Context: an optimization exercise on an open-source flow, tuned for small area, a short achievable clock period and few clock cycles. The choices shown serve that exercise and are no tape-out recipe. Function was checked by simulation only, so behaviour that the tests miss may differ from the original. Power is estimated from default activity; no workload was simulated.

## xenon
==> flow/design.v (excerpt) <==
module gemm_controller #(
  parameter int MAX_ELEMS = 16384,
  parameter mp_types::prec_e PREC = mp_types::PREC_INT8
)(
  input  logic        clk,
  input  logic        rstn,
  input  logic        start,
  input  logic [15:0] M, K, Ncols,
  output logic        done,
  output logic [$clog2(MAX_ELEMS)-1:0] addr_A,
  input  logic [31:0]                  data_A,
  output logic [$clog2(MAX_ELEMS)-1:0] addr_B,
  input  logic [31:0]                  data_B,
  output logic [$clog2(MAX_ELEMS)-1:0] addr_C,
  output logic [31:0]                  data_C,
  output logic                         we_C
);
Size: roughly 220 flip-flops, roughly 190 I/O pins, roughly 0.012 mm² of cells after synthesis.
clock: 8.0 ns
lec_check: 0
cap_margin: 20
core_margin: 2
core_utilization: 40
cts_buf_list: sky130_fd_sc_hd__clkbuf_8
cts_cluster_diameter: 60
cts_cluster_size: 20
place_density: 0.6
setup_slack_margin: 5
slew_margin: 20
standard.sh (not shown) runs the stock make flow with config.mk's settings and CLKGATE_MAP_FILE= SYNTH_SCRIPT=/design/flow/synth_recipe.tcl, a recipe that flattens the netlist after the stock synthesis.
==> flow/flow/run.sh <==
#!/bin/bash
set -euo pipefail
bash standard.sh BUFFER_PORTS_ARGS="-buffer_cell sky130_fd_sc_hd__buf_1" finish > standard_flow.log 2>&1
Testbench counts of xenon, summed over its fixed seeds: cycles 75,253.
Input changes introduced in garnet (baseline for comparison: xenon):
# xenon
export LEC_CHECK = 0
export CAP_MARGIN = 20
export CORE_MARGIN = 2
export CORE_UTILIZATION = 40
export CTS_BUF_LIST = sky130_fd_sc_hd__clkbuf_8
export CTS_CLUSTER_DIAMETER = 60
export CTS_CLUSTER_SIZE = 20
export PLACE_DENSITY = 0.6
export SETUP_SLACK_MARGIN = 5
export SLEW_MARGIN = 20
create_clock -name core_clock -period 8.0 [get_ports {clk}]
# garnet
export LEC_CHECK = 0
export ABC_AREA = 1
export CAP_MARGIN = 20
export CORE_MARGIN = 2
export CORE_UTILIZATION = 40
export CTS_BUF_LIST = sky130_fd_sc_hd__clkbuf_4
export CTS_CLUSTER_DIAMETER = 40
export CTS_CLUSTER_SIZE = 10
export PLACE_DENSITY = 0.6
export SETUP_SLACK_MARGIN = 5
export SLEW_MARGIN = 20
create_clock -name core_clock -period 8.0 [get_ports {clk}]
--- outcome ---
The final layouts of garnet and xenon pass the timing, design-rule and antenna checks.
The share of final-layout standard cells stronger than drive strength 1 of xenon and that of garnet are within noise of each other.
Diff xenon -> garnet: post-synthesis share of cell area spent on and, or, nand and nor gates went up 11 points, fmax went up 3.4%, final routed wirelength across all metal layers went up 18%.
Side by side, deepest level of the CTS H-tree turned out higher in garnet than in xenon.
garnet reports its most common cell after layout, fill and taps aside as sky130_fd_sc_hd__nand2_1 while xenon reports sky130_fd_sc_hd__dfxtp_1.
Period utilization: garnet and xenon compared, higher one is xenon
[inputs] juniper vs garnet
# garnet
export LEC_CHECK = 0
export ABC_AREA = 1
export CAP_MARGIN = 20
export CORE_MARGIN = 2
export CORE_UTILIZATION = 40
export CTS_BUF_LIST = sky130_fd_sc_hd__clkbuf_4
export CTS_CLUSTER_DIAMETER = 40
export CTS_CLUSTER_SIZE = 10
export PLACE_DENSITY = 0.6
export SETUP_SLACK_MARGIN = 5
export SLEW_MARGIN = 20
create_clock -name core_clock -period 8.0 [get_ports {clk}]
# juniper
export LEC_CHECK = 0
export CAP_MARGIN = 20
export CORE_MARGIN = 2
export CORE_UTILIZATION = 40
export CTS_BUF_LIST = sky130_fd_sc_hd__clkbuf_8 sky130_fd_sc_hd__clkbuf_16
export CTS_CLUSTER_DIAMETER = 60
export CTS_CLUSTER_SIZE = 20
export PLACE_DENSITY = 0.6
export SETUP_SLACK_MARGIN = 5
export SLEW_MARGIN = 20
create_clock -name core_clock -period 8.0 [get_ports {clk}]
==> run notes <==
The depth of the worst register-to-register path of juniper exceeds that of garnet by 6.
garnet has higher sequential fraction of design power than juniper.
Taking juniper over garnet, the area after synthesis ratio works out to 0.918.
Worst hold slack after final layout delta for juniper relative to garnet: 0.0052 ns lower
The run with more setup slack is garnet; juniper has less.
juniper vs garnet: met3 usage down in juniper
Re total detailed-routing wirelength: garnet was higher than juniper.
juniper vs garnet, critical setup path kind: flop to flop vs flop to primary output
## Diff of input files: zinc against juniper
# juniper
export LEC_CHECK = 0
export CAP_MARGIN = 20
export CORE_MARGIN = 2
export CORE_UTILIZATION = 40
export CTS_BUF_LIST = sky130_fd_sc_hd__clkbuf_8 sky130_fd_sc_hd__clkbuf_16
export CTS_CLUSTER_DIAMETER = 60
export CTS_CLUSTER_SIZE = 20
export PLACE_DENSITY = 0.6
export SETUP_SLACK_MARGIN = 5
export SLEW_MARGIN = 20
create_clock -name core_clock -period 8.0 [get_ports {clk}]
# zinc
export LEC_CHECK = 0
export ABC_AREA = 1
export CAP_MARGIN = 20
export CORE_MARGIN = 2
export CORE_UTILIZATION = 55
export CTS_BUF_LIST = sky130_fd_sc_hd__clkbuf_4
export CTS_CLUSTER_DIAMETER = 30
export CTS_CLUSTER_SIZE = 8
export PLACE_DENSITY = 0.7
export SETUP_SLACK_MARGIN = 5
export SLEW_MARGIN = 20
create_clock -name core_clock -period 8.0 [get_ports {clk}]
--- outcome ---
Between zinc and juniper, post-layout instance count excluding filler cells is lower for juniper, zinc comes in above that. Compared with juniper, zinc shows a higher part of the total power dissipated in the clock network. Diff juniper -> zinc: overall global routing resource usage climbed 7.9 points, final wirelength climbed 3.6 mm. Looking at number of nets in the layout, zinc sits 444 higher than juniper does. The setup slack number comes out lower for juniper vs zinc. Going from juniper to zinc, the post-cts resize count was found to have gone down by 6.

[what the ideal ports hide]
No port has a modelled driver above. Below, the same layouts with a new extraction and two added sets of constraints.
Step 1 (the two cells are an assumption about what drives the block):
set clk [get_ports {clk}]
set_driving_cell -lib_cell sky130_fd_sc_hd__clkbuf_16 $clk
set_driving_cell -lib_cell sky130_fd_sc_hd__buf_2 [delete_from_list [all_inputs] $clk]
Step 2 also shifts input and output timing later by t, the mid clock arrival at the registers, as if the neighbouring blocks saw the same clock.
a / b / c = no drivers / after step 1 / after step 2; a / b = the first two.
run | shift t [ns] | slack for setup (ns) | clock arrival spread, ns
xenon | 0.593 | 4.978 / 4.978 / 4.655 | 0.042 / 0.042
garnet | 0.715 | 5.076 / 5.035 / 4.898 | 0.080 / 0.080
juniper | 0.552 | 5.010 / 5.010 / 4.690 | 0.024 / 0.024
zinc | 0.680 | 5.122 / 5.083 / 4.893 | 0.033 / 0.033
After both steps every run listed still meets setup and hold. The setup slack of xenon, which loses most, moves by 0.000 ns with the drivers and by -0.323 ns with both steps.
